From an optimization exercise on the open Yosys and OpenROAD flow, aimed at small area; shortcuts taken in it are not production practice.
The RTL was checked by simulation tests, not by an equivalence proof against the original design.
Power is estimated from default activity; no workload was simulated.

==> flow/design.v <==
module pong_start_text(input [9:0] x, input [9:0] y, output text);
  assign text = ((x >= 10'd121) & (x <= 10'd141) & (y >= 10'd20) & (y <= 10'd190)) |
    ((x >= 10'd191) & (x <= 10'd211) & (y >= 10'd20) & (y <= 10'd95)) |
    ((x >= 10'd141) & (x <= 10'd191) & (y >= 10'd20) & (y <= 10'd40)) |
    ((x >= 10'd141) & (x <= 10'd191) & (y >= 10'd85) & (y <= 10'd95)) |
    ((x >= 10'd231) & (x <= 10'd251) & (y >= 10'd20) & (y <= 10'd190)) |
    ((x >= 10'd291) & (x <= 10'd311) & (y >= 10'd20) & (y <= 10'd190)) |
    ((x >= 10'd251) & (x <= 10'd291) & (y >= 10'd20) & (y <= 10'd40)) |
    ((x >= 10'd251) & (x <= 10'd291) & (y >= 10'd170) & (y <= 10'd190)) |
    ((x >= 10'd321) & (x <= 10'd341) & (y >= 10'd20) & (y <= 10'd190)) |
    ((x >= 10'd391) & (x <= 10'd411) & (y >= 10'd20) & (y <= 10'd190)) |
    ((x >= 10'd341) & (x <= 10'd391) & (y >= 10'd20) & (y <= 10'd40)) |
    ((x >= 10'd421) & (x <= 10'd441) & (y >= 10'd20) & (y <= 10'd190)) |
    ((x >= 10'd491) & (x <= 10'd511) & (y >= 10'd85) & (y <= 10'd190)) |
    ((x >= 10'd441) & (x <= 10'd491) & (y >= 10'd20) & (y <= 10'd40)) |
    ((x >= 10'd441) & (x <= 10'd491) & (y >= 10'd85) & (y <= 10'd95)) |
    ((x >= 10'd441) & (x <= 10'd491) & (y >= 10'd170) & (y <= 10'd190)) |
    ((x >= 10'd131) & (x <= 10'd191) & (y >= 10'd200) & (y <= 10'd220)) |
    ((x >= 10'd151) & (x <= 10'd171) & (y >= 10'd220) & (y <= 10'd390)) |
    ((x >= 10'd211) & (x <= 10'd231) & (y >= 10'd200) & (y <= 10'd390)) |
    ((x >= 10'd271) & (x <= 10'd291) & (y >= 10'd200) & (y <= 10'd390)) |
    ((x >= 10'd231) & (x <= 10'd271) & (y >= 10'd200) & (y <= 10'd220)) |
    ((x >= 10'd231) & (x <= 10'd271) & (y >= 10'd370) & (y <= 10'd390)) |
    ((x >= 10'd311) & (x <= 10'd371) & (y >= 10'd200) & (y <= 10'd220)) |
    ((x >= 10'd311) & (x <= 10'd331) & (y >= 10'd220) & (y <= 10'd300)) |
    ((x >= 10'd311) & (x <= 10'd371) & (y >= 10'd300) & (y <= 10'd320)) |
    ((x >= 10'd351) & (x <= 10'd371) & (y >= 10'd320) & (y <= 10'd390)) |
    ((x >= 10'd311) & (x <= 10'd371) & (y >= 10'd370) & (y <= 10'd390)) |
    ((x >= 10'd391) & (x <= 10'd451) & (y >= 10'd200) & (y <= 10'd220)) |
    ((x >= 10'd391) & (x <= 10'd411) & (y >= 10'd220) & (y <= 10'd300)) |
    ((x >= 10'd391) & (x <= 10'd451) & (y >= 10'd300) & (y <= 10'd320)) |
    ((x >= 10'd431) & (x <= 10'd451) & (y >= 10'd320) & (y <= 10'd390)) |
    ((x >= 10'd391) & (x <= 10'd451) & (y >= 10'd370) & (y <= 10'd390)) |
    ((x >= 10'd21) & (x <= 10'd81) & (y >= 10'd400) & (y <= 10'd410)) |
    ((x >= 10'd21) & (x <= 10'd31) & (y >= 10'd410) & (y <= 10'd425)) |
    ((x >= 10'd21) & (x <= 10'd81) & (y >= 10'd425) & (y <= 10'd435)) |
    ((x >= 10'd71) & (x <= 10'd81) & (y >= 10'd435) & (y <= 10'd450)) |
    ((x >= 10'd21) & (x <= 10'd81) & (y >= 10'd450) & (y <= 10'd460)) |
    ((x >= 10'd91) & (x <= 10'd131) & (y >= 10'd400) & (y <= 10'd410)) |
    ((x >= 10'd106) & (x <= 10'd116) & (y >= 10'd410) & (y <= 10'd460)) |
    ((x >= 10'd141) & (x <= 10'd151) & (y >= 10'd400) & (y <= 10'd460)) |
    ((x >= 10'd151) & (x <= 10'd181) & (y >= 10'd400) & (y <= 10'd410)) |
    ((x >= 10'd151) & (x <= 10'd181) & (y >= 10'd425) & (y <= 10'd435)) |
    ((x >= 10'd181) & (x <= 10'd191) & (y >= 10'd400) & (y <= 10'd460)) |
    ((x >= 10'd201) & (x <= 10'd211) & (y >= 10'd400) & (y <= 10'd460)) |
    ((x >= 10'd211) & (x <= 10'd251) & (y >= 10'd400) & (y <= 10'd410)) |
    ((x >= 10'd211) & (x <= 10'd251) & (y >= 10'd425) & (y <= 10'd435)) |
    ((x >= 10'd251) & (x <= 10'd261) & (y >= 10'd410) & (y <= 10'd425)) |
    ((x >= 10'd251) & (x <= 10'd261) & (y >= 10'd435) & (y <= 10'd460)) |
    ((x >= 10'd271) & (x <= 10'd311) & (y >= 10'd400) & (y <= 10'd410)) |
    ((x >= 10'd286) & (x <= 10'd296) & (y >= 10'd410) & (y <= 10'd460)) |
    ((x >= 10'd381) & (x <= 10'd431) & (y >= 10'd400) & (y <= 10'd410)) |
    ((x >= 10'd381) & (x <= 10'd431) & (y >= 10'd450) & (y <= 10'd460)) |
    ((x >= 10'd381) & (x <= 10'd391) & (y >= 10'd410) & (y <= 10'd450)) |
    ((x >= 10'd421) & (x <= 10'd431) & (y >= 10'd435) & (y <= 10'd450)) |
    ((x >= 10'd401) & (x <= 10'd431) & (y >= 10'd425) & (y <= 10'd435)) |
    ((x >= 10'd451) & (x <= 10'd461) & (y >= 10'd400) & (y <= 10'd460)) |
    ((x >= 10'd461) & (x <= 10'd481) & (y >= 10'd400) & (y <= 10'd410)) |
    ((x >= 10'd461) & (x <= 10'd481) & (y >= 10'd425) & (y <= 10'd435)) |
    ((x >= 10'd481) & (x <= 10'd491) & (y >= 10'd400) & (y <= 10'd460)) |
    ((x >= 10'd501) & (x <= 10'd561) & (y >= 10'd400) & (y <= 10'd410)) |
    ((x >= 10'd501) & (x <= 10'd511) & (y >= 10'd410) & (y <= 10'd460)) |
    ((x >= 10'd526) & (x <= 10'd536) & (y >= 10'd410) & (y <= 10'd460)) |
    ((x >= 10'd551) & (x <= 10'd561) & (y >= 10'd410) & (y <= 10'd460)) |
    ((x >= 10'd571) & (x <= 10'd581) & (y >= 10'd400) & (y <= 10'd460)) |
    ((x >= 10'd581) & (x <= 10'd621) & (y >= 10'd400) & (y <= 10'd410)) |
    ((x >= 10'd581) & (x <= 10'd621) & (y >= 10'd425) & (y <= 10'd435)) |
    ((x >= 10'd581) & (x <= 10'd621) & (y >= 10'd450) & (y <= 10'd460));
endmodule
module pong_end_shapes(input [9:0] x, input [9:0] y, output t1, output t2, output td);
  wire common = ((x >= 10'd81) & (x <= 10'd101) & (y >= 10'd80) & (y <= 10'd210)) |
    ((x >= 10'd101) & (x <= 10'd141) & (y >= 10'd80) & (y <= 10'd100)) |
    ((x >= 10'd101) & (x <= 10'd141) & (y >= 10'd135) & (y <= 10'd145)) |
    ((x >= 10'd141) & (x <= 10'd161) & (y >= 10'd100) & (y <= 10'd135)) |
    ((x >= 10'd171) & (x <= 10'd191) & (y >= 10'd80) & (y <= 10'd210)) |
    ((x >= 10'd171) & (x <= 10'd231) & (y >= 10'd190) & (y <= 10'd210)) |
    ((x >= 10'd241) & (x <= 10'd261) & (y >= 10'd80) & (y <= 10'd210)) |
    ((x >= 10'd301) & (x <= 10'd321) & (y >= 10'd80) & (y <= 10'd210)) |
    ((x >= 10'd261) & (x <= 10'd301) & (y >= 10'd80) & (y <= 10'd100)) |
    ((x >= 10'd261) & (x <= 10'd301) & (y >= 10'd135) & (y <= 10'd145)) |
    ((x >= 10'd331) & (x <= 10'd351) & (y >= 10'd80) & (y <= 10'd135)) |
    ((x >= 10'd391) & (x <= 10'd411) & (y >= 10'd80) & (y <= 10'd135)) |
    ((x >= 10'd331) & (x <= 10'd411) & (y >= 10'd135) & (y <= 10'd145)) |
    ((x >= 10'd361) & (x <= 10'd381) & (y >= 10'd145) & (y <= 10'd210)) |
    ((x >= 10'd421) & (x <= 10'd441) & (y >= 10'd80) & (y <= 10'd210)) |
    ((x >= 10'd421) & (x <= 10'd481) & (y >= 10'd80) & (y <= 10'd100)) |
    ((x >= 10'd421) & (x <= 10'd481) & (y >= 10'd135) & (y <= 10'd145)) |
    ((x >= 10'd421) & (x <= 10'd481) & (y >= 10'd190) & (y <= 10'd210)) |
    ((x >= 10'd491) & (x <= 10'd511) & (y >= 10'd80) & (y <= 10'd210)) |
    ((x >= 10'd491) & (x <= 10'd551) & (y >= 10'd80) & (y <= 10'd100)) |
    ((x >= 10'd491) & (x <= 10'd551) & (y >= 10'd135) & (y <= 10'd145)) |
    ((x >= 10'd531) & (x <= 10'd551) & (y >= 10'd100) & (y <= 10'd135)) |
    ((x >= 10'd511) & (x <= 10'd551) & (y >= 10'd145) & (y <= 10'd210)) |
    ((x >= 10'd121) & (x <= 10'd141) & (y >= 10'd300) & (y <= 10'd400)) |
    ((x >= 10'd161) & (x <= 10'd181) & (y >= 10'd300) & (y <= 10'd370)) |
    ((x >= 10'd201) & (x <= 10'd221) & (y >= 10'd300) & (y <= 10'd400)) |
    ((x >= 10'd121) & (x <= 10'd221) & (y >= 10'd380) & (y <= 10'd400)) |
    ((x >= 10'd241) & (x <= 10'd301) & (y >= 10'd300) & (y <= 10'd310)) |
    ((x >= 10'd271) & (x <= 10'd281) & (y >= 10'd310) & (y <= 10'd390)) |
    ((x >= 10'd241) & (x <= 10'd301) & (y >= 10'd390) & (y <= 10'd400)) |
    ((x >= 10'd321) & (x <= 10'd341) & (y >= 10'd300) & (y <= 10'd400)) |
    ((x >= 10'd401) & (x <= 10'd421) & (y >= 10'd300) & (y <= 10'd400)) |
    ((x >= 10'd341) & (x <= 10'd401) & (y >= 10'd300) & (y <= 10'd320)) |
    ((x >= 10'd441) & (x <= 10'd501) & (y >= 10'd300) & (y <= 10'd310)) |
    ((x >= 10'd441) & (x <= 10'd461) & (y >= 10'd300) & (y <= 10'd340)) |
    ((x >= 10'd441) & (x <= 10'd501) & (y >= 10'd330) & (y <= 10'd340)) |
    ((x >= 10'd481) & (x <= 10'd501) & (y >= 10'd340) & (y <= 10'd390)) |
    ((x >= 10'd441) & (x <= 10'd501) & (y >= 10'd390) & (y <= 10'd400)) |
    ((x >= 10'd521) & (x <= 10'd531) & (y >= 10'd300) & (y <= 10'd380)) |
    ((x >= 10'd521) & (x <= 10'd531) & (y >= 10'd390) & (y <= 10'd400));
  assign t1 = common | ((x >= 10'd581) & (x <= 10'd601) & (y >= 10'd80) & (y <= 10'd210)) |
    ((x >= 10'd601) & (x <= 10'd621) & (y >= 10'd190) & (y <= 10'd210));
  assign t2 = common | ((x >= 10'd581) & (x <= 10'd621) & (y >= 10'd80) & (y <= 10'd100)) |
    ((x >= 10'd601) & (x <= 10'd621) & (y >= 10'd100) & (y <= 10'd145)) |
    ((x >= 10'd581) & (x <= 10'd621) & (y >= 10'd135) & (y <= 10'd145)) |
    ((x >= 10'd581) & (x <= 10'd601) & (y >= 10'd145) & (y <= 10'd190)) |
    ((x >= 10'd581) & (x <= 10'd621) & (y >= 10'd190) & (y <= 10'd210));
  assign td = ((x >= 10'd81) & (x <= 10'd101) & (y >= 10'd180) & (y <= 10'd300)) |
    ((x >= 10'd81) & (x <= 10'd161) & (y >= 10'd180) & (y <= 10'd200)) |
    ((x >= 10'd81) & (x <= 10'd161) & (y >= 10'd280) & (y <= 10'd300)) |
    ((x >= 10'd141) & (x <= 10'd161) & (y >= 10'd200) & (y <= 10'd280)) |
    ((x >= 10'd181) & (x <= 10'd201) & (y >= 10'd180) & (y <= 10'd300)) |
    ((x >= 10'd181) & (x <= 10'd261) & (y >= 10'd180) & (y <= 10'd200)) |
    ((x >= 10'd181) & (x <= 10'd261) & (y >= 10'd230) & (y <= 10'd250)) |
    ((x >= 10'd241) & (x <= 10'd261) & (y >= 10'd200) & (y <= 10'd230)) |
    ((x >= 10'd241) & (x <= 10'd261) & (y >= 10'd250) & (y <= 10'd270)) |
    ((x >= 10'd221) & (x <= 10'd241) & (y >= 10'd270) & (y <= 10'd290)) |
    ((x >= 10'd201) & (x <= 10'd221) & (y >= 10'd290) & (y <= 10'd300)) |
    ((x >= 10'd281) & (x <= 10'd301) & (y >= 10'd180) & (y <= 10'd300)) |
    ((x >= 10'd361) & (x <= 10'd381) & (y >= 10'd180) & (y <= 10'd300)) |
    ((x >= 10'd301) & (x <= 10'd361) & (y >= 10'd180) & (y <= 10'd200)) |
    ((x >= 10'd301) & (x <= 10'd361) & (y >= 10'd230) & (y <= 10'd250)) |
    ((x >= 10'd401) & (x <= 10'd421) & (y >= 10'd180) & (y <= 10'd300)) |
    ((x >= 10'd441) & (x <= 10'd461) & (y >= 10'd180) & (y <= 10'd270)) |
    ((x >= 10'd481) & (x <= 10'd501) & (y >= 10'd180) & (y <= 10'd300)) |
    ((x >= 10'd401) & (x <= 10'd501) & (y >= 10'd280) & (y <= 10'd300)) |
    ((x >= 10'd521) & (x <= 10'd541) & (y >= 10'd180) & (y <= 10'd260)) |
    ((x >= 10'd521) & (x <= 10'd541) & (y >= 10'd280) & (y <= 10'd300));
endmodule
module pong_game_text(input [9:0] x, input [9:0] y, output text);
  assign text = ((x >= 10'd100) & (x <= 10'd120) & (y >= 10'd120) & (y <= 10'd130)) |
    ((x >= 10'd100) & (x <= 10'd105) & (y >= 10'd130) & (y <= 10'd160)) |
    ((x >= 10'd115) & (x <= 10'd120) & (y >= 10'd130) & (y <= 10'd145)) |
    ((x >= 10'd100) & (x <= 10'd115) & (y >= 10'd145) & (y <= 10'd150)) |
    ((x >= 10'd125) & (x <= 10'd140) & (y >= 10'd120) & (y <= 10'd160)) |
    ((x >= 10'd500) & (x <= 10'd520) & (y >= 10'd120) & (y <= 10'd130)) |
    ((x >= 10'd500) & (x <= 10'd505) & (y >= 10'd130) & (y <= 10'd160)) |
    ((x >= 10'd515) & (x <= 10'd520) & (y >= 10'd130) & (y <= 10'd145)) |
    ((x >= 10'd500) & (x <= 10'd515) & (y >= 10'd145) & (y <= 10'd150)) |
    ((x >= 10'd525) & (x <= 10'd545) & (y >= 10'd120) & (y <= 10'd130)) |
    ((x >= 10'd540) & (x <= 10'd545) & (y >= 10'd130) & (y <= 10'd145)) |
    ((x >= 10'd525) & (x <= 10'd545) & (y >= 10'd145) & (y <= 10'd150)) |
    ((x >= 10'd525) & (x <= 10'd530) & (y >= 10'd150) & (y <= 10'd160)) |
    ((x >= 10'd525) & (x <= 10'd545) & (y >= 10'd155) & (y <= 10'd160));
endmodule
module pong_circles(input [9:0] x, input [9:0] y, output [5:0] circ);
    wire up = (y >= 10'd250) & (y <= 10'd310);      
    wire lo = (y >= 10'd320) & (y <= 10'd380);      
    wire [5:0] d6 = y[5:0] - (up ? 6'd24 : 6'd30);  
    wire [4:0] dy = d6[5] ? (5'd0 - d6[4:0]) : d6[4:0];
    reg [4:0] w;
    always @* begin
        case (dy)
            5'd0: w = 5'd30;
            5'd1, 5'd2, 5'd3, 5'd4, 5'd5, 5'd6, 5'd7: w = 5'd29;
            5'd8, 5'd9, 5'd10: w = 5'd28;
            5'd11, 5'd12, 5'd13: w = 5'd27;
            5'd14: w = 5'd26;
            5'd15, 5'd16: w = 5'd25;
            5'd17, 5'd18: w = 5'd24;
            5'd19: w = 5'd23;
            5'd20: w = 5'd22;
            5'd21: w = 5'd21;
            5'd22: w = 5'd20;
            5'd23: w = 5'd19;
            5'd24: w = 5'd18;
            5'd25: w = 5'd16;
            5'd26: w = 5'd14;
            5'd27: w = 5'd13;
            5'd28: w = 5'd10;
            5'd29: w = 5'd7;
            default: w = 5'd0;
        endcase
    end
    wire r = (x >= 10'd320);
    wire [9:0] t = {x[9:5] - (r ? 5'd15 : 5'd5), x[4:0]};
    wire near = (t[9:6] == 4'b0000) | (t[9:6] == 4'b1111);
    wire [6:0] a = t[9] ? (7'd0 - t[6:0]) : t[6:0];
    wire le0 = t[9] | (t == 10'd0);
    wire hit_up = near & up & (a <= {2'b00, w});
    wire hit_lo = near & lo & (a + {2'b00, w} >= 7'd30) & (a <= 7'd30 + {2'b00, w});
    assign circ[0] = ~r & hit_lo & le0;
    assign circ[1] = ~r & hit_lo & ~le0;
    assign circ[2] = ~r & hit_up;
    assign circ[3] = r & hit_lo & le0;
    assign circ[4] = r & hit_lo & ~le0;
    assign circ[5] = r & hit_up;
endmodule
module pong_cups_ball(input [9:0] x, input [9:0] y, output cup_l, output cup_r, output ball);
    wire yl = (y >= 10'd50) & (y <= 10'd150);
    wire yr = (y >= 10'd250) & (y <= 10'd350);
    wire [6:0] d = y[6:0] - (yr ? 7'd122 : 7'd50);    
    reg [3:0] q1, q2;
    always @* begin
        q1 = 4'd10; q2 = 4'd10;
        if (d < 7'd10) q1 = 4'd0; else if (d < 7'd20) q1 = 4'd1; else if (d < 7'd30) q1 = 4'd2;
        else if (d < 7'd40) q1 = 4'd3; else if (d < 7'd50) q1 = 4'd4; else if (d < 7'd60) q1 = 4'd5;
        else if (d < 7'd70) q1 = 4'd6; else if (d < 7'd80) q1 = 4'd7; else if (d < 7'd90) q1 = 4'd8;
        else if (d < 7'd100) q1 = 4'd9;
        if (d == 7'd0) q2 = 4'd10; else if (d < 7'd3) q2 = 4'd0; else if (d < 7'd13) q2 = 4'd1;
        else if (d < 7'd23) q2 = 4'd2; else if (d < 7'd33) q2 = 4'd3; else if (d < 7'd43) q2 = 4'd4;
        else if (d < 7'd53) q2 = 4'd5; else if (d < 7'd63) q2 = 4'd6; else if (d < 7'd73) q2 = 4'd7;
        else if (d < 7'd83) q2 = 4'd8; else if (d < 7'd93) q2 = 4'd9;
    end
    wire [5:0] lo_t = (yr ? 6'd39 : 6'd41) + {2'b00, q1};
    wire [5:0] hi_t = (yr ? 6'd35 : 6'd37) - {2'b00, q2};
    wire x_lo = (x[5:0] >= lo_t);
    wire x_hi = (x[5:0] <= hi_t);
    assign cup_l = yl & (((x[9:6] == 4'd0) & x_lo) | ((x[9:6] == 4'd1) & x_hi));
    assign cup_r = yr & (((x[9:6] == 4'd8) & x_lo) | ((x[9:6] == 4'd9) & x_hi));
    wire [5:0] dy6 = y[5:0] - 6'd28;                  
    wire [4:0] dy = dy6[5] ? (5'd0 - dy6[4:0]) : dy6[4:0];
    wire yb = (y >= 10'd205) & (y <= 10'd235);
    reg [3:0] w;
    always @* begin
        case (dy)
            5'd0: w = 4'd15;
            5'd1, 5'd2, 5'd3, 5'd4, 5'd5: w = 4'd14;
            5'd6, 5'd7: w = 4'd13;
            5'd8, 5'd9: w = 4'd12;
            5'd10: w = 4'd11;
            5'd11: w = 4'd10;
            5'd12: w = 4'd9;
            5'd13: w = 4'd7;
            5'd14: w = 4'd5;
            default: w = 4'd0;
        endcase
    end
    wire [6:0] dx = x[6] ? {1'b0, x[5:0]} : (7'd64 - {1'b0, x[5:0]});
    assign ball = yb & (x[9:7] == 3'b100) & (dx <= {3'b000, w});
endmodule
module pong_glyph(input [3:0] ch, input [2:0] row, input [2:0] col, output bit_o);
  function glyph(input [3:0] ch, input [2:0] row, input [2:0] col);
    reg [7:0] d;
    begin
      case ({ch, row})
        7'h00: d = 8'b00111100;
        7'h01: d = 8'b01100110;
        7'h02: d = 8'b01101110;
        7'h03: d = 8'b01110110;
        7'h04: d = 8'b01100110;
        7'h05: d = 8'b01100110;
        7'h06: d = 8'b00111100;
        7'h08: d = 8'b00011000;
        7'h09: d = 8'b00111000;
        7'h0a: d = 8'b00011000;
        7'h0b: d = 8'b00011000;
        7'h0c: d = 8'b00011000;
        7'h0d: d = 8'b00011000;
        7'h0e: d = 8'b01111110;
        7'h10: d = 8'b00111100;
        7'h11: d = 8'b01100110;
        7'h12: d = 8'b00000110;
        7'h13: d = 8'b00001100;
        7'h14: d = 8'b00011000;
        7'h15: d = 8'b00110000;
        7'h16: d = 8'b01111110;
        7'h18: d = 8'b00111100;
        7'h19: d = 8'b01100110;
        7'h1a: d = 8'b00000110;
        7'h1b: d = 8'b00011100;
        7'h1c: d = 8'b00000110;
        7'h1d: d = 8'b01100110;
        7'h1e: d = 8'b00111100;
        7'h20: d = 8'b00001100;
        7'h21: d = 8'b00011100;
        7'h22: d = 8'b00111100;
        7'h23: d = 8'b01101100;
        7'h24: d = 8'b01111110;
        7'h25: d = 8'b00001100;
        7'h26: d = 8'b00001100;
        7'h28: d = 8'b01111110;
        7'h29: d = 8'b01100000;
        7'h2a: d = 8'b01111100;
        7'h2b: d = 8'b00000110;
        7'h2c: d = 8'b00000110;
        7'h2d: d = 8'b01100110;
        7'h2e: d = 8'b00111100;
        7'h30: d = 8'b00111100;
        7'h31: d = 8'b01100000;
        7'h32: d = 8'b01111100;
        7'h33: d = 8'b01100110;
        7'h34: d = 8'b01100110;
        7'h35: d = 8'b01100110;
        7'h36: d = 8'b00111100;
        7'h38: d = 8'b01111110;
        7'h39: d = 8'b00000110;
        7'h3a: d = 8'b00001100;
        7'h3b: d = 8'b00011000;
        7'h3c: d = 8'b00110000;
        7'h3d: d = 8'b00110000;
        7'h3e: d = 8'b00110000;
        7'h40: d = 8'b00111100;
        7'h41: d = 8'b01100110;
        7'h42: d = 8'b01100110;
        7'h43: d = 8'b00111100;
        7'h44: d = 8'b01100110;
        7'h45: d = 8'b01100110;
        7'h46: d = 8'b00111100;
        7'h48: d = 8'b00111100;
        7'h49: d = 8'b01100110;
        7'h4a: d = 8'b01100110;
        7'h4b: d = 8'b00111110;
        7'h4c: d = 8'b00000110;
        7'h4d: d = 8'b00001100;
        7'h4e: d = 8'b00111100;
        7'h52: d = 8'b00011000;
        7'h53: d = 8'b00011000;
        7'h55: d = 8'b00011000;
        7'h56: d = 8'b00011000;
        default: d = 8'b00000000;
      endcase
      glyph = d[~col];
    end
  endfunction
  assign bit_o = glyph(ch, row, col);
endmodule
`timescale 1ns / 1ps
module VGATopModule #(
    parameter TICK_CYCLES = 5000,          
    parameter LOCKOUT_DURATION = 25000,    
    parameter DEBOUNCE_DELAY = 50,         
    parameter FLASH_DURATION = 5000,       
    parameter BUZZER_DURATION = 15000,     
    parameter BUZZER_HALF_PERIOD = 10      
) (
    input clk,
    input sys_rst,             
    input reset,               
    input start_button,        
    input enable,              
    input [2:0] ir_sensor_p1,  
    input [2:0] ir_sensor_p2,  
    output h_sync,
    output v_sync,
    output [3:0] red,
    output [3:0] green,
    output [3:0] blue,
    output buzzer_out          
);
    function [31:0] lf_taps(input integer w);
        case (w)
            2: lf_taps = 32'h3;     3: lf_taps = 32'h5;     4: lf_taps = 32'h9;
            5: lf_taps = 32'h12;    6: lf_taps = 32'h21;    7: lf_taps = 32'h41;
            8: lf_taps = 32'hc3;    9: lf_taps = 32'h108;   10: lf_taps = 32'h204;
            11: lf_taps = 32'h402;  12: lf_taps = 32'h883;  13: lf_taps = 32'h1013;
            14: lf_taps = 32'h2803; 15: lf_taps = 32'h4001; 16: lf_taps = 32'h8805;
            17: lf_taps = 32'h10004; 18: lf_taps = 32'h20040; 19: lf_taps = 32'h40023;
            20: lf_taps = 32'h80004; default: lf_taps = 32'h0;
        endcase
    endfunction
    function [31:0] lf_next(input [31:0] s, input integer w);
        lf_next = ((s << 1) | {31'd0, ~^(s & lf_taps(w))}) & ((32'd1 << w) - 32'd1);
    endfunction
    function [31:0] lf_adv(input integer n, input integer w);
        integer i, j;
        reg [31:0] sv;
        begin
            if (n == 50 && w == 6) lf_adv = 32'h27;
            if (n == 25001 && w == 15) lf_adv = 32'h195;
            if (n == 5001 && w == 13) lf_adv = 32'hee7;
            if (n == 1500 && w == 11) lf_adv = 32'h5bd;
            if (n == 9 && w == 4) lf_adv = 32'hd;
            if (n == 1 && w == 4) lf_adv = 32'h1;
            if (n == 2 && w == 13) lf_adv = 32'h2;
            sv = 32'd0;
            if (!((n == 50 && w == 6) || (n == 25001 && w == 15) || (n == 5001 && w == 13) ||
                  (n == 1500 && w == 11) || (n == 9 && w == 4) || (n == 1 && w == 4) || (n == 2 && w == 13))) begin
                for (j = 0; j < n; j = j + 4096)
                    for (i = j; i < n && i < j + 4096; i = i + 1)
                        sv = lf_next(sv, w);
                lf_adv = sv;
            end
        end
    endfunction
    function integer lf_clog2(input integer v);
        integer k;
        begin
            lf_clog2 = 0;
            for (k = 1; k < 31; k = k + 1)
                if ((32'd1 << k) < v) lf_clog2 = k;
            lf_clog2 = lf_clog2 + 1;
        end
    endfunction
    function [31:0] lf_prev(input [31:0] s, input integer w);
        reg [31:0] low;
        reg b;
        begin
            low = s >> 1;
            b = ~s[0] ^ (^(low & lf_taps(w) & ~(32'd1 << (w - 1))));
            lf_prev = low | ({31'd0, b} << (w - 1));
        end
    endfunction
    function [31:0] lf_load(input integer n, input integer w);
        integer i, j;
        reg [31:0] sv;
        begin
            if (n == 20003 && w == 15) lf_load = 32'h2ab8;
            else if (n == 25000 && w == 15) lf_load = 32'h6b39;
            else if (n == 15000 && w == 15) lf_load = 32'h4670;
            else begin
                sv = (32'd1 << (w - 1)) - 32'd1;
                for (j = 0; j < n; j = j + 4096)
                    for (i = j; i < n && i < j + 4096; i = i + 1)
                        sv = lf_prev(sv, w);
                lf_load = sv;
            end
        end
    endfunction
    localparam ST_START = 2'd0, ST_GAME = 2'd1, ST_END = 2'd2;
    reg [9:0] x, y;
    reg [1:0] p;
    reg fl;
    wire pix_en = (p == 2'd3);
    wire x_end = x[9] & x[8] & (&x[4:0]);    
    wire y_end = y[9] & y[3] & y[2];         
    wire x_zero = ~|x;
    always @(posedge clk) begin
        if (sys_rst) begin
            {x, p} <= 12'd2;
            y <= 10'd0;
            fl <= 1'b1;
        end else begin
            {x, p} <= (pix_en & x_end) ? 12'd0 : {x, p} + 12'd1;
            if (pix_en) begin
                if (x_end) fl <= 1'b0;
                if (x_zero & ~fl) y <= y_end ? 10'd0 : y + 10'd1;
            end
        end
    end
    assign h_sync = ~((x >= 10'd656) & (x < 10'd752));
    assign v_sync = ~((y >= 10'd490) & (y < 10'd492));
    wire video_on = (x < 10'd640) & (y < 10'd480);
    wire start_edge, reset_edge;
    reg rst_d;
    always @(posedge clk) rst_d <= sys_rst;
    pong_db #(.DELAY(DEBOUNCE_DELAY)) start_db(
        .clk(clk), .rst(sys_rst), .rst_d(rst_d), .in(start_button), .out(), .rise(start_edge));
    pong_db #(.DELAY(DEBOUNCE_DELAY)) reset_db(
        .clk(clk), .rst(sys_rst), .rst_d(rst_d), .in(reset), .out(), .rise(reset_edge));
    reg [1:0] st;
    wire stopped;
    always @(posedge clk) begin
        if (sys_rst | reset_edge)
            st <= ST_START;
        else case (st)
            ST_START: if (start_edge) st <= ST_GAME;
            ST_GAME:  if (stopped) st <= ST_END;
            ST_END:   ;
            default:  st <= ST_START;
        endcase
    end
    wire in_start = (st == ST_START);
    wire in_game = (st == ST_GAME);
    wire in_end = (st == ST_END);
    wire grst = sys_rst | ~in_game;
    wire clr = sys_rst | in_start;
    wire [2:0] s1t, s2t;
    wire [3:0] s1o, s2o;
    wire lk_last, lk_idle;
    pong_score #(.LOCKOUT(LOCKOUT_DURATION), .DELAY(DEBOUNCE_DELAY), .BUZZ(BUZZER_DURATION)) sc1(
        .clk(clk), .sys_rst(sys_rst), .rst_d(rst_d), .clr(clr), .run(in_game & ~stopped), .bload(in_game & stopped),
        .ir(ir_sensor_p1), .tens(s1t), .ones(s1o), .last(lk_last), .idle(lk_idle));
    pong_score #(.LOCKOUT(LOCKOUT_DURATION), .DELAY(DEBOUNCE_DELAY), .BUZZ(BUZZER_DURATION)) sc2(
        .clk(clk), .sys_rst(sys_rst), .rst_d(rst_d), .clr(clr), .run(in_game & ~stopped), .bload(1'b0),
        .ir(ir_sensor_p2), .tens(s2t), .ones(s2o), .last(), .idle());
    wire [1:0] res = {{s1t, s1o} > {s2t, s2o}, {s2t, s2o} > {s1t, s1o}};
    reg ev;
    always @(posedge clk)
        ev <= ~sys_rst & in_end & (ev | pix_en);
    localparam TW = lf_clog2(TICK_CYCLES + 3);
    localparam [TW-1:0] T_TICK = lf_adv(TICK_CYCLES + 1, TW);
    localparam [TW-1:0] T_C1 = lf_adv(2, TW);
    reg [TW-1:0] tc;
    wire tick = (tc == T_TICK);
    reg m1;              
    reg [2:0] s10;
    reg [3:0] s1;        
    assign stopped = s1[3] & s1[2];
    always @(posedge clk) begin
        if (grst) begin
            tc <= {TW{1'b0}};
            m1 <= 1'b1;
            s10 <= 3'd5;
            s1 <= 4'd9;
        end else begin
            tc <= tick ? T_C1 : lf_next(tc, TW);
            if (tick & ~stopped) begin
                if (!m1 && s10 == 3'd0 && s1 == 4'd0)
                    s1 <= 4'd15;
                else if (s1 == 4'd0) begin
                    s1 <= 4'd9;
                    if (s10 == 3'd0) begin
                        s10 <= 3'd5;
                        m1 <= 1'b0;
                    end else
                        s10 <= s10 - 3'd1;
                end else
                    s1 <= s1 - 4'd1;
            end
        end
    end
    wire [5:0] cup_green;
    genvar gi;
    generate
        for (gi = 0; gi < 6; gi = gi + 1) begin : flash
            pong_flash #(.DURATION(FLASH_DURATION)) f(
                .clk(clk), .rst(grst), .en(pix_en),
                .ir(gi < 3 ? ir_sensor_p1[gi % 3] : ir_sensor_p2[gi % 3]),
                .green(cup_green[gi]));
        end
    endgenerate
    wire band_t = (y >= 10'd64) & (y <= 10'd91);
    wire band_s = (y >= 10'd192) & (y <= 10'd219);
    reg [3:0] ch;
    reg ch_ok;
    always @* begin
        ch = 4'd0;
        ch_ok = 1'b0;
        case (x[9:5])
            5'd5:  begin ch = {1'b0, s1t}; ch_ok = band_s; end
            5'd6:  begin ch = s1o;         ch_ok = band_s; end
            5'd8:  begin ch = 4'd0;        ch_ok = band_t; end
            5'd9:  begin ch = {3'd0, m1};  ch_ok = band_t; end
            5'd10: begin ch = 4'd10;       ch_ok = band_t; end
            5'd11: begin ch = {1'b0, s10}; ch_ok = band_t; end
            5'd12: begin ch = s1;          ch_ok = band_t; end
            5'd13: begin ch = {1'b0, s2t}; ch_ok = band_s; end
            5'd14: begin ch = s2o;         ch_ok = band_s; end
            default: ;
        endcase
    end
    wire [2:0] ncol = x[4:2] + {2'b00, &x[1:0]};
    wire gbit;
    pong_glyph glyph_rom(.ch(ch), .row(y[4:2]), .col(ncol), .bit_o(gbit));
    reg nb;
    always @(posedge clk)
        if (grst) nb <= 1'b0;
        else if (pix_en) nb <= ch_ok & gbit;
    wire digit_area = ((y >= 10'd30) & (y <= 10'd93) & (x >= 10'd256) & (x <= 10'd415)) |
                      ((y >= 10'd192) & (y <= 10'd255) &
                       (((x >= 10'd160) & (x <= 10'd223)) | ((x >= 10'd416) & (x <= 10'd479))));
    wire g_text;
    wire [5:0] circ;
    pong_game_text gtext(.x(x), .y(y), .text(g_text));
    pong_circles circles(.x(x), .y(y), .circ(circ));
    reg [3:0] g_c;    
    always @* begin
        if (digit_area)      g_c = nb ? 4'b1100 : 4'b0111;
        else if (g_text)     g_c = 4'b1100;
        else if (circ[0])    g_c = cup_green[0] ? 4'b0110 : 4'b1000;
        else if (circ[1])    g_c = cup_green[1] ? 4'b0110 : 4'b1000;
        else if (circ[2])    g_c = cup_green[2] ? 4'b0110 : 4'b1000;
        else if (circ[3])    g_c = cup_green[3] ? 4'b0110 : 4'b1000;
        else if (circ[4])    g_c = cup_green[4] ? 4'b0110 : 4'b1000;
        else if (circ[5])    g_c = cup_green[5] ? 4'b0110 : 4'b1000;
        else                 g_c = 4'b0111;
        if (!video_on)       g_c = 4'b0000;
    end
    wire prev_vis = (x == 10'd1) ? (fl | ((y != 10'd0) & (y <= 10'd480)))
                                 : ((x != 10'd0) & (x <= 10'd640) & (y < 10'd480));
    wire cup_l, cup_r, ball, s_text;
    pong_start_text stext(.x(x), .y(y), .text(s_text));
    pong_cups_ball cups(.x(x), .y(y), .cup_l(cup_l), .cup_r(cup_r), .ball(ball));
    reg [3:0] s_c;
    always @* begin
        if (cup_l)       s_c = 4'b1000;
        else if (cup_r)  s_c = 4'b0011;
        else if (ball)   s_c = 4'b1111;
        else if (s_text) s_c = 4'b1100;
        else             s_c = 4'b0111;
        if (!prev_vis)   s_c = 4'b0000;
    end
    wire e_t1, e_t2, e_td;
    pong_end_shapes eshapes(.x(x), .y(y), .t1(e_t1), .t2(e_t2), .td(e_td));
    wire e_on = ev & (res[1] ? e_t1 : res[0] ? e_t2 : e_td);
    wire [3:0] e_c = !prev_vis ? 4'b0000 : e_on ? 4'b1100 : 4'b0111;
    wire [3:0] c = (st == ST_START) ? s_c : in_game ? g_c : in_end ? e_c : 4'b0000;
    assign red = {4{c[3]}};
    assign green = {c[2], c[1], c[2], c[1]};
    assign blue = {4{c[0]}};
    localparam RW = lf_clog2(BUZZER_HALF_PERIOD + 2);
    localparam [RW-1:0] R_ZERO = lf_adv(BUZZER_HALF_PERIOD - 1, RW);
    reg ben;
    reg [RW-1:0] br;
    reg bz;
    always @(posedge clk) begin
        ben <= ~sys_rst & ~reset_edge & in_end & ~lk_last & ~lk_idle;
        if (sys_rst || !ben) begin
            br <= R_ZERO;
            bz <= 1'b0;
        end else if (br == R_ZERO) begin
            br <= {RW{1'b0}};
            bz <= ~bz;
        end else
            br <= lf_next(br, RW);
    end
    assign buzzer_out = bz;
endmodule
module pong_db #(parameter DELAY = 50) (
    input clk,
    input rst,
    input rst_d,       
    input in,
    output reg out,
    output rise
);
    function [31:0] lf_taps(input integer w);
        case (w)
            2: lf_taps = 32'h3;     3: lf_taps = 32'h5;     4: lf_taps = 32'h9;
            5: lf_taps = 32'h12;    6: lf_taps = 32'h21;    7: lf_taps = 32'h41;
            8: lf_taps = 32'hc3;    9: lf_taps = 32'h108;   10: lf_taps = 32'h204;
            11: lf_taps = 32'h402;  12: lf_taps = 32'h883;  13: lf_taps = 32'h1013;
            14: lf_taps = 32'h2803; 15: lf_taps = 32'h4001; 16: lf_taps = 32'h8805;
            17: lf_taps = 32'h10004; 18: lf_taps = 32'h20040; 19: lf_taps = 32'h40023;
            20: lf_taps = 32'h80004; default: lf_taps = 32'h0;
        endcase
    endfunction
    function [31:0] lf_next(input [31:0] s, input integer w);
        lf_next = ((s << 1) | {31'd0, ~^(s & lf_taps(w))}) & ((32'd1 << w) - 32'd1);
    endfunction
    function [31:0] lf_adv(input integer n, input integer w);
        integer i, j;
        reg [31:0] sv;
        begin
            if (n == 50 && w == 6) lf_adv = 32'h27;
            if (n == 25001 && w == 15) lf_adv = 32'h195;
            if (n == 5001 && w == 13) lf_adv = 32'hee7;
            if (n == 1500 && w == 11) lf_adv = 32'h5bd;
            if (n == 9 && w == 4) lf_adv = 32'hd;
            if (n == 1 && w == 4) lf_adv = 32'h1;
            if (n == 2 && w == 13) lf_adv = 32'h2;
            sv = 32'd0;
            if (!((n == 50 && w == 6) || (n == 25001 && w == 15) || (n == 5001 && w == 13) ||
                  (n == 1500 && w == 11) || (n == 9 && w == 4) || (n == 1 && w == 4) || (n == 2 && w == 13))) begin
                for (j = 0; j < n; j = j + 4096)
                    for (i = j; i < n && i < j + 4096; i = i + 1)
                        sv = lf_next(sv, w);
                lf_adv = sv;
            end
        end
    endfunction
    function integer lf_clog2(input integer v);
        integer k;
        begin
            lf_clog2 = 0;
            for (k = 1; k < 31; k = k + 1)
                if ((32'd1 << k) < v) lf_clog2 = k;
            lf_clog2 = lf_clog2 + 1;
        end
    endfunction
    function [31:0] lf_prev(input [31:0] s, input integer w);
        reg [31:0] low;
        reg b;
        begin
            low = s >> 1;
            b = ~s[0] ^ (^(low & lf_taps(w) & ~(32'd1 << (w - 1))));
            lf_prev = low | ({31'd0, b} << (w - 1));
        end
    endfunction
    function [31:0] lf_load(input integer n, input integer w);
        integer i, j;
        reg [31:0] sv;
        begin
            if (n == 20003 && w == 15) lf_load = 32'h2ab8;
            else if (n == 25000 && w == 15) lf_load = 32'h6b39;
            else if (n == 15000 && w == 15) lf_load = 32'h4670;
            else begin
                sv = (32'd1 << (w - 1)) - 32'd1;
                for (j = 0; j < n; j = j + 4096)
                    for (i = j; i < n && i < j + 4096; i = i + 1)
                        sv = lf_prev(sv, w);
                lf_load = sv;
            end
        end
    endfunction
    localparam W = lf_clog2(DELAY + 3);
    localparam [W-1:0] C_END = lf_adv(DELAY, W);
    localparam [W-1:0] J = {1'b1, {(W-1){1'b0}}};    
    reg s0, s1;
    reg [W-1:0] c;
    wire is_j = (c == J);
    wire [W-1:0] nx = lf_next(c, W) | {{(W-1){1'b0}}, is_j};
    always @(posedge clk) begin
        s0 <= in;
        s1 <= (rst | rst_d) ? 1'b0 : s0;
        if (rst) begin
            out <= 1'b0;
            c <= {W{1'b0}};
        end else begin
            if (s1 == out)
                c <= {W{1'b0}};
            else if (c == C_END) begin
                c <= J;
                out <= s1;
            end else
                c <= nx;
        end
    end
    assign rise = out & is_j;
endmodule
module pong_score #(parameter LOCKOUT = 25000, parameter DELAY = 50, parameter BUZZ = 15000) (
    input clk,
    input sys_rst,
    input rst_d,
    input clr,
    input run,
    input bload,
    input [2:0] ir,
    output reg [2:0] tens,
    output reg [3:0] ones,
    output last,
    output idle
);
    function [31:0] lf_taps(input integer w);
        case (w)
            2: lf_taps = 32'h3;     3: lf_taps = 32'h5;     4: lf_taps = 32'h9;
            5: lf_taps = 32'h12;    6: lf_taps = 32'h21;    7: lf_taps = 32'h41;
            8: lf_taps = 32'hc3;    9: lf_taps = 32'h108;   10: lf_taps = 32'h204;
            11: lf_taps = 32'h402;  12: lf_taps = 32'h883;  13: lf_taps = 32'h1013;
            14: lf_taps = 32'h2803; 15: lf_taps = 32'h4001; 16: lf_taps = 32'h8805;
            17: lf_taps = 32'h10004; 18: lf_taps = 32'h20040; 19: lf_taps = 32'h40023;
            20: lf_taps = 32'h80004; default: lf_taps = 32'h0;
        endcase
    endfunction
    function [31:0] lf_next(input [31:0] s, input integer w);
        lf_next = ((s << 1) | {31'd0, ~^(s & lf_taps(w))}) & ((32'd1 << w) - 32'd1);
    endfunction
    function [31:0] lf_adv(input integer n, input integer w);
        integer i, j;
        reg [31:0] sv;
        begin
            if (n == 50 && w == 6) lf_adv = 32'h27;
            if (n == 25001 && w == 15) lf_adv = 32'h195;
            if (n == 5001 && w == 13) lf_adv = 32'hee7;
            if (n == 1500 && w == 11) lf_adv = 32'h5bd;
            if (n == 9 && w == 4) lf_adv = 32'hd;
            if (n == 1 && w == 4) lf_adv = 32'h1;
            if (n == 2 && w == 13) lf_adv = 32'h2;
            sv = 32'd0;
            if (!((n == 50 && w == 6) || (n == 25001 && w == 15) || (n == 5001 && w == 13) ||
                  (n == 1500 && w == 11) || (n == 9 && w == 4) || (n == 1 && w == 4) || (n == 2 && w == 13))) begin
                for (j = 0; j < n; j = j + 4096)
                    for (i = j; i < n && i < j + 4096; i = i + 1)
                        sv = lf_next(sv, w);
                lf_adv = sv;
            end
        end
    endfunction
    function integer lf_clog2(input integer v);
        integer k;
        begin
            lf_clog2 = 0;
            for (k = 1; k < 31; k = k + 1)
                if ((32'd1 << k) < v) lf_clog2 = k;
            lf_clog2 = lf_clog2 + 1;
        end
    endfunction
    function [31:0] lf_prev(input [31:0] s, input integer w);
        reg [31:0] low;
        reg b;
        begin
            low = s >> 1;
            b = ~s[0] ^ (^(low & lf_taps(w) & ~(32'd1 << (w - 1))));
            lf_prev = low | ({31'd0, b} << (w - 1));
        end
    endfunction
    function [31:0] lf_load(input integer n, input integer w);
        integer i, j;
        reg [31:0] sv;
        begin
            if (n == 20003 && w == 15) lf_load = 32'h2ab8;
            else if (n == 25000 && w == 15) lf_load = 32'h6b39;
            else if (n == 15000 && w == 15) lf_load = 32'h4670;
            else begin
                sv = (32'd1 << (w - 1)) - 32'd1;
                for (j = 0; j < n; j = j + 4096)
                    for (i = j; i < n && i < j + 4096; i = i + 1)
                        sv = lf_prev(sv, w);
                lf_load = sv;
            end
        end
    endfunction
    localparam W = lf_clog2(LOCKOUT + 3);
    localparam [W-1:0] LOAD = lf_load(LOCKOUT, W);
    localparam [W-1:0] BLOAD = lf_load(BUZZ, W);
    localparam [W-1:0] LAST = {1'b0, {(W-1){1'b1}}};
    wire [2:0] e;
    genvar i;
    generate
        for (i = 0; i < 3; i = i + 1) begin : s
            pong_db #(.DELAY(DELAY)) db(.clk(clk), .rst(sys_rst), .rst_d(rst_d), .in(ir[i]), .out(), .rise(e[i]));
        end
    endgenerate
    reg [W-1:0] lk;
    assign idle = &lk;
    assign last = (lk == LAST);
    wire [W-1:0] lk_nx = lf_next(lk, W) | {{(W-1){1'b0}}, last};
    wire hit = run & idle & (|e) & (tens != 3'd5);
    always @(posedge clk) begin
        if (clr) begin
            lk <= {W{1'b1}};
            tens <= 3'd0;
            ones <= 4'd0;
        end else begin
            lk <= bload ? BLOAD : hit ? LOAD : lk_nx;
            if (hit) begin
                if (ones == 4'd9) begin
                    ones <= 4'd0;
                    tens <= tens + 3'd1;
                end else
                    ones <= ones + 4'd1;
            end
        end
    end
endmodule
module pong_flash #(parameter DURATION = 5000) (
    input clk,
    input rst,
    input en,
    input ir,
    output green
);
    function [31:0] lf_taps(input integer w);
        case (w)
            2: lf_taps = 32'h3;     3: lf_taps = 32'h5;     4: lf_taps = 32'h9;
            5: lf_taps = 32'h12;    6: lf_taps = 32'h21;    7: lf_taps = 32'h41;
            8: lf_taps = 32'hc3;    9: lf_taps = 32'h108;   10: lf_taps = 32'h204;
            11: lf_taps = 32'h402;  12: lf_taps = 32'h883;  13: lf_taps = 32'h1013;
            14: lf_taps = 32'h2803; 15: lf_taps = 32'h4001; 16: lf_taps = 32'h8805;
            17: lf_taps = 32'h10004; 18: lf_taps = 32'h20040; 19: lf_taps = 32'h40023;
            20: lf_taps = 32'h80004; default: lf_taps = 32'h0;
        endcase
    endfunction
    function [31:0] lf_next(input [31:0] s, input integer w);
        lf_next = ((s << 1) | {31'd0, ~^(s & lf_taps(w))}) & ((32'd1 << w) - 32'd1);
    endfunction
    function [31:0] lf_adv(input integer n, input integer w);
        integer i, j;
        reg [31:0] sv;
        begin
            if (n == 50 && w == 6) lf_adv = 32'h27;
            if (n == 25001 && w == 15) lf_adv = 32'h195;
            if (n == 5001 && w == 13) lf_adv = 32'hee7;
            if (n == 1500 && w == 11) lf_adv = 32'h5bd;
            if (n == 9 && w == 4) lf_adv = 32'hd;
            if (n == 1 && w == 4) lf_adv = 32'h1;
            if (n == 2 && w == 13) lf_adv = 32'h2;
            sv = 32'd0;
            if (!((n == 50 && w == 6) || (n == 25001 && w == 15) || (n == 5001 && w == 13) ||
                  (n == 1500 && w == 11) || (n == 9 && w == 4) || (n == 1 && w == 4) || (n == 2 && w == 13))) begin
                for (j = 0; j < n; j = j + 4096)
                    for (i = j; i < n && i < j + 4096; i = i + 1)
                        sv = lf_next(sv, w);
                lf_adv = sv;
            end
        end
    endfunction
    function integer lf_clog2(input integer v);
        integer k;
        begin
            lf_clog2 = 0;
            for (k = 1; k < 31; k = k + 1)
                if ((32'd1 << k) < v) lf_clog2 = k;
            lf_clog2 = lf_clog2 + 1;
        end
    endfunction
    function [31:0] lf_prev(input [31:0] s, input integer w);
        reg [31:0] low;
        reg b;
        begin
            low = s >> 1;
            b = ~s[0] ^ (^(low & lf_taps(w) & ~(32'd1 << (w - 1))));
            lf_prev = low | ({31'd0, b} << (w - 1));
        end
    endfunction
    function [31:0] lf_load(input integer n, input integer w);
        integer i, j;
        reg [31:0] sv;
        begin
            if (n == 20003 && w == 15) lf_load = 32'h2ab8;
            else if (n == 25000 && w == 15) lf_load = 32'h6b39;
            else if (n == 15000 && w == 15) lf_load = 32'h4670;
            else begin
                sv = (32'd1 << (w - 1)) - 32'd1;
                for (j = 0; j < n; j = j + 4096)
                    for (i = j; i < n && i < j + 4096; i = i + 1)
                        sv = lf_prev(sv, w);
                lf_load = sv;
            end
        end
    endfunction
    reg prev;
    wire load = en & ir & ~prev;
    always @(posedge clk)
        if (rst) prev <= 1'b0;
        else if (en) prev <= ir;
    generate
        if (DURATION == 5000) begin : rot
            localparam [12:0] LOAD = 13'h16ce;
            localparam [12:0] Q = 13'h0fff;
            reg [12:0] t;
            assign green = ~&t;
            wire b0 = en ? (~(t[12] ^ t[0]) | (t == Q)) : t[12];
            always @(posedge clk)
                if (rst) t <= 13'h1fff;
                else t <= load ? LOAD : {t[11:0], b0};
        end else begin : plain
            localparam N = 4 * (DURATION + 1);
            localparam W = lf_clog2(N + 2);
            localparam [W-1:0] LOAD = lf_load(N - 1, W);
            localparam [W-1:0] LAST = {1'b0, {(W-1){1'b1}}};
            reg [W-1:0] t;
            assign green = ~&t;
            always @(posedge clk)
                if (rst) t <= {W{1'b1}};
                else t <= load ? LOAD : (lf_next(t, W) | {{(W-1){1'b0}}, t == LAST});
        end
    endgenerate
endmodule
==> flow/flow/run.sh <==
#!/bin/bash
# Layout flow: the standard flow (standard.sh) with these changes, all
# aimed at cell area (the clock period is met with several ns to spare):
#  - synthesis: an area-oriented ABC script (deep AIG resynthesis, then
#    area-oriented mapping) in place of ORFS's mapping script, and adders
#    left to ABC instead of being mapped to full and half adder cells.
#    Registers are untouched: ABC only sees the logic between them.
#    Synthesis runs with seven ABC random seeds at once (seed 0 in the main
#    work area through standard.sh, seeds 1-6 in work areas of their own);
#    the layout continues from the netlist with the smallest cell area.
#  - port buffers, and the buffers synthesis puts on outputs that share a
#    net: the smallest buffer cell.
#  - clock tree: clkbuf_8 buffers, sinks clustered by 16, no dummy loads.
# Everything else is ORFS's own. Each make run logs to a file of its own.
set -euo pipefail
HERE=$(pwd)
ARGS=(ADDER_MAP_FILE= GPL_TIMING_DRIVEN=0
  "MIN_BUF_CELL_AND_PORTS=sky130_fd_sc_hd__buf_1 A X"
  "BUFFER_PORTS_ARGS=-buffer_cell sky130_fd_sc_hd__buf_1"
  "CTS_ARGS=-sink_clustering_enable -repair_clock_nets -dont_use_dummy_load -buf_list sky130_fd_sc_hd__clkbuf_8 -root_buf sky130_fd_sc_hd__clkbuf_16 -sink_clustering_size 16 -sink_clustering_max_diameter 100")
prep_scripts() {
  rm -rf "$1"
  cp -r "$FLOW_HOME/scripts" "$1"
  sed "s/&deepsyn -T 300/\&deepsyn -T 300 -S $2/" "$HERE/flow/abc_deep.script" > "$1/abc_speed.script"
  cp "$1/abc_speed.script" "$1/abc_area.script"
}
area_of() {
  awk '/Chip area for module/ {print $NF}' "$1/reports/sky130hd/VGATopModule/base/synth_stat.txt" 2>/dev/null || true
}
pids=()
for s in 1 2 3 4 5 6; do
  mkdir -p "$HERE/seed$s"
  prep_scripts "$HERE/seed$s/scripts" "$s"
  make -C "$FLOW_HOME" DESIGN_CONFIG="$FLOW_CONFIG" WORK_HOME="$HERE/seed$s/orfs" \
    CLKGATE_MAP_FILE= SYNTH_SCRIPT="$HERE/synth_recipe.tcl" SCRIPTS_DIR="$HERE/seed$s/scripts" \
    "${ARGS[@]}" synth > "$HERE/seed$s/make_synth.log" 2>&1 &
  pids+=($!)
done
prep_scripts "$HERE/orfs_scripts" 0
bash standard.sh SCRIPTS_DIR="$HERE/orfs_scripts" "${ARGS[@]}" synth > "$HERE/flow_make_synth.log" 2>&1
for p in "${pids[@]}"; do wait "$p" || true; done

MAIN="$HERE/orfs"
best=0
best_area=$(area_of "$MAIN")
for s in 1 2 3 4 5 6; do
  a=$(area_of "$HERE/seed$s/orfs")
  if [[ -n "$a" && -f "$HERE/seed$s/orfs/results/sky130hd/VGATopModule/base/1_synth.odb" ]] &&
     awk -v a="$a" -v b="$best_area" 'BEGIN { exit !(a < b) }'; then
    best=$s
    best_area=$a
  fi
done
{ echo "synthesis areas: seed0 $(area_of "$MAIN")"; for s in 1 2 3 4 5 6; do echo "seed$s $(area_of "$HERE/seed$s/orfs")"; done; echo "using seed $best"; } > "$HERE/seed_choice.log"
if [[ $best != 0 ]]; then
  SRC="$HERE/seed$best/orfs"
  for d in results logs reports objects; do
    cp -r "$SRC/$d/sky130hd/VGATopModule/base/." "$MAIN/$d/sky130hd/VGATopModule/base/"
  done
  # keep make's view of the synthesis steps up to date, in step order
  R="$MAIN/results/sky130hd/VGATopModule/base"
  for f in 1_1_yosys_canonicalize.rtlil 1_2_yosys.v 1_2_yosys.sdc 1_synth.odb 1_synth.sdc; do
    [[ -f "$R/$f" ]] && touch "$R/$f"
    sleep 1
  done
fi
bash standard.sh SCRIPTS_DIR="$HERE/orfs_scripts" "${ARGS[@]}" finish > "$HERE/flow_make.log" 2>&1
==> flow/flow/abc_deep.script <==
strash
&get -n
&deepsyn -T 300
&put
&get -n
&dch -f
&nf -R 1000
&put
topo
stime -c
==> flow/standard.sh <==
#!/bin/bash
# synth_recipe.tcl (not shown) runs the flow's synth.tcl, then flattens the netlist and writes it again
# the make line also repeats each setting of config.mk as NAME=value (left out here)
make -C /OpenROAD-flow-scripts/flow DESIGN_CONFIG=/design/flow/config.mk WORK_HOME=/design/flow/orfs CLKGATE_MAP_FILE= SYNTH_SCRIPT=/design/flow/synth_recipe.tcl "${@:-finish}"
==> flow/config.mk <==
export PLATFORM = sky130hd
export DESIGN_NAME = VGATopModule
export DESIGN_NICKNAME = VGATopModule
export VERILOG_FILES = /design/flow/design.v
export SDC_FILE = /design/flow/constraint.sdc
export NUM_CORES = 4
export LEC_CHECK = 0
export CAP_MARGIN = 20
export CORE_MARGIN = 2
export CORE_UTILIZATION = 55
export GPL_TIMING_DRIVEN = 0
export PLACE_DENSITY = 0.75
export SLEW_MARGIN = 30
==> flow/constraint.sdc <==
create_clock -name core_clock -period 20.0 [get_ports {clk}]
set_input_delay 4.0000 -clock core_clock [delete_from_list [all_inputs] [get_ports {clk}]]
set_output_delay 4.0000 -clock core_clock [all_outputs]
set_load 0.01 [all_outputs]
==> metrics.csv <==
stage,metric,value,unit
cts,clk_pin_slew_worst_paths,0.12,ns
timing,fin_crit,12.06,ns
cts,cts_hold_buf,0,
route,drcViolationCount,0,
floorplan,die_x,156,um
layout,area_growth,6.85,%
timing,finalWorstSetupSlack,7.94,ns
logic_synthesis,synth_xor_xnor_area_share,2.77,%
pwr,peakVddDrop,0.0581,mV
logic_synthesis,synth.area.top_cells,"dfxtp_1, nand2_1, nor2_1, a21oi_1, o21ai_0",
logic_synthesis,ys_warn_count,7,
critical_path,path_max_fanout,29,
critical_path,worstPathRequired,16.00,ns
logic_synthesis,synth_edf_count,0,
cts,tritoncts,yes,
logic_synthesis,syn-num-nets,1647,
cts,clock-sinks,255,
critical_path,rr_startpoint,x[6]$_SDFF_PP0_,
grt,grt.overflow.total,0,
floorplan,ios,26,
hold_path,min_path_type,flop to flop,
logic_synthesis,yosys.area_share.simple,32.4,%
timing,rsz0062_at_grt,false,
floorplan,start_util,55.9,%
timing,report.final.hold_viol_count,0,
route,drt-wirelength-per-cell,20.7,um
timing,tns,0,ns
route,vias,13000,
outcome,status,finished clean,
timing,drv_slew,0,
logic_synthesis,synth_flop_cell,dfxtp_1,
floorplan,die_y,156,um
logic_synthesis,syn-cell-area,12700,um2
place,dp_slack,8.43,ns
place,io_buffers,24,
pwr,powerDensity,58.7,nW/um2
critical_path,reg2reg_depth,13,
logic_synthesis,muxShareOfSynthArea,0.870,%
logic_synthesis,ys_seq_area_share,40.3,%
floorplan,core_area,22600,um2
logic_synthesis,synth_compound_area_share,22.0,%
cts,cts-root-buf,clkbuf_16,
grt,track_usage,33.2,%
hold_path,whs_path_depth,2,
route,first_pass_iters,12,
grt,grt_pass1_wl,64300,um
route,viasPerCell,6.58,
timing,final-setup-viol-count,0,
run,cap_violations,0,
floorplan,dieArea,24300,um2
place,hpwl,30100,um
timing,tightest_slew,0.982,ns
logic_synthesis,ys_types,63,
route,routed_wl,40800,um
layout,drive_gt1_share,2.49,%
logic_synthesis,synthCells,1636,
critical_path,crit_arrival,8.06,ns
route,detail-route-antenna-nets,0,
timing,holdWs,0.431,ns
critical_path,crit_type,flop to output pin,
critical_path,r2r_slack,15.35,ns
grt,grt_pass1_vias,12000,
place,place.gp.congestion,1.08,
critical_path,r2r_end,nb$_SDFFE_PP0P_,
floorplan,rows,55,
layout,n_antenna_cell,0,
layout,final_nets,1699,
hold_path,min_from,flash[1].f.rot.t[7]$_SDFF_PP1_,
cts,insertion_delay,0.48,ns
cts,cts_setup_buffers,0,
cts,cts.repair.resized,0,
cts,clk_path_buf_depth,3,
logic_synthesis,synth_adder_area_share,0.158,%
cts,htree_levels,1,
grt,grt_max_degree,36,
timing,relSlewSlack,34.5,%
hold_path,holdPathEnd,flash[1].f.rot.t[8]$_SDFF_PP1_,
logic_synthesis,yosys.area.top_type,dfxtp_1,
timing,fin_crit_sh,60.3,%
timing,clock-skew-final,0.0292,ns
grt,antenna_found_initial,0,
cts,cts_buffers,19,
critical_path,start_kind,flop,
timing,fmax,82.9,MHz
pwr,finalPower,795,uW
logic_synthesis,syn_avg_cell_area,7.74,um2
logic_synthesis,synth_top_area_share,40.3,%
critical_path,crit_path_end_kind,output pin,
logic_synthesis,async_flop_share,0,%
route,drtIter0Drc,1705,
pwr,p_leak,4.95,nW
logic_synthesis,synth_top_family_by_area,simple AND/OR/NAND/NOR gates,
logic_synthesis,ys_seq_elements,255,
-- layout make-up --
type                       instances  area (um2)
fill                            2093        9110
multi-input combinational       1331        7390
sequential                       255        5120
tap                              285         357
clock buffer                      19         295
timing repair buffer              31         184
inverter                          42         158
buffer                             8        30.0
-- flip-flops by register name, summed over array words and instances (netlist names), 4 cells and up --
| name | flops |
|---|---|
| s1 | 4 |
| sc2.ones | 4 |
| sc1.ones | 4 |
| reset_db.c | 6 |
| flash.f.prev | 6 |
| x | 10 |
| br | 4 |
| tc | 13 |
| sc1.s.db.c | 18 |
| start_db.c | 6 |
| sc2.s.db.c | 18 |
| sc2.lk | 15 |
| sc1.lk | 15 |
| flash.f.rot.t | 78 |
| y | 10 |
-- power breakdown --
group          switching, mW  internal (mW)
Clock                  0.151         0.0995
Sequential           0.00347          0.510
Combinational         0.0202         0.0102
-- placed cells by master, fill, tap and decap left out, types with 12 or more instances in the layout --
cell type	n
a211oi_1	13
a21boi_0	12
a21oi_1	122
a31oi_1	31
and2_0	54
and3_1	34
buf_1	31
clkbuf_8	16
clkinv_1	42
dfxtp_1	245
nand2_1	237
nand2b_1	26
nand3_1	61
nand3b_1	12
nand4_1	32
nor2_1	181
nor2b_1	17
nor3_1	63
nor4_1	18
o211ai_1	14
o21a_1	13
o21ai_0	102
o22ai_1	21
or2_0	56
or3_1	16
xnor2_1	25
xor2_1	15
-- worst max-delay path by stage --
stage	endpoint	cells past startpoint	from
after floorplan	red[1]	28	y[4]$_SDFFE_PP0P_
after global placement	red[3]	25	y[6]$_SDFFE_PP0P_
after detailed placement	red[3]	29	y[3]$_SDFFE_PP0P_
after CTS	red[3]	29	y[3]$_SDFFE_PP0P_
after global routing	red[2]	25	y[4]$_SDFFE_PP0P_
final	red[1]	25	y[6]$_SDFFE_PP0P_
-- metrics by stage --
step | cells | cell area (um2) | util, %
5_1_grt | 1971 | 13500 | 59.8
2_1_floorplan | 1636 | 12700 | -
3_3_place_gp | 1945 | 13100 | 57.9
4_1_cts | 1971 | 13500 | 59.7
6_report | 1971 | 13500 | 59.8
3_5_place_dp | 1952 | 13200 | 58.4
-- layer usage --
metal	up-vias	wire length [um]	track usage, %
met5	-	0	0
met4	0	2310	14.5
met3	208	4630	8.42
met2	779	16800	51.1
met1	5918	17100	44.3
li1	6071	-	-
-- synth_stat cells, drive strengths merged (25+ instances only) --
library cell / n
or2: 56
o21ai: 103
a21oi: 122
nand2: 237
and2: 55
and3: 34
nand2b: 26
nand3: 61
dfxtp: 255
nand4: 32
nor2: 184
clkinv: 42
xnor2: 25
a31oi: 31
nor3: 63
-- worst max-delay path, cell delays in order, from the launching register on --
cell and delay [ns]:
dfxtp_2 0.80, nand2_1 0.38, nand2b_1 0.37, a31oi_1 0.10, o21a_1 0.36, xnor2_1 0.65
o21ai_0 0.44, a21oi_1 0.22, nor3_1 0.07, a21oi_1 0.33, o21ai_0 0.34, a31o_1 0.35
a211oi_1 0.32, mux2i_1 0.17, nor2_1 0.23, o22ai_1 0.10, a32o_1 0.22, or4_1 0.42
a21oi_1 0.17, o22ai_1 0.10, a21oi_1 0.37, nand4_1 0.20, and3_1 0.19, o22ai_1 0.36
buf_1 0.14, buf_1 0.15
-- cell families (layout without fill, tap and decap cells) --
kind of cell,after synthesis,after routing
adders and majority gates,2,2
AOI/OAI and AO/OA,440,440
DFF,255,255
buffers and inverters,50,100
and+or+nand+nor,838,838
muxes,11,11
xor gates and xnor gates,40,40

afterwards: timing with drivers on the ports:
The results above use ideal ports. As a check the final layout listed here was re-extracted and re-timed, cells and wires unchanged.
Step 1 (the two cells are an assumption about what drives the block):
set clk [get_ports {clk}]
set_driving_cell -lib_cell sky130_fd_sc_hd__clkbuf_16 $clk
set_driving_cell -lib_cell sky130_fd_sc_hd__buf_2 [delete_from_list [all_inputs] $clk]
Step 2, shift: input delay + t, output delay - t, t = (earliest + latest rising clock arrival at the registers) / 2. This alone moves slack from input paths to output paths.
Three values: ideal ports, drivers, drivers and shift; two values: the first two.
t, ns: 0.517
slack for setup (ns): 7.940 / 7.888 / 8.405
hold WS [ns]: 0.431 / 0.431 / 0.431
worst register clock-pin slew, ns: 0.12 / 0.12
After both steps this run still meets setup and hold. For this run, drivers alone change the setup slack by -0.052 ns; drivers and shift together by +0.465 ns.
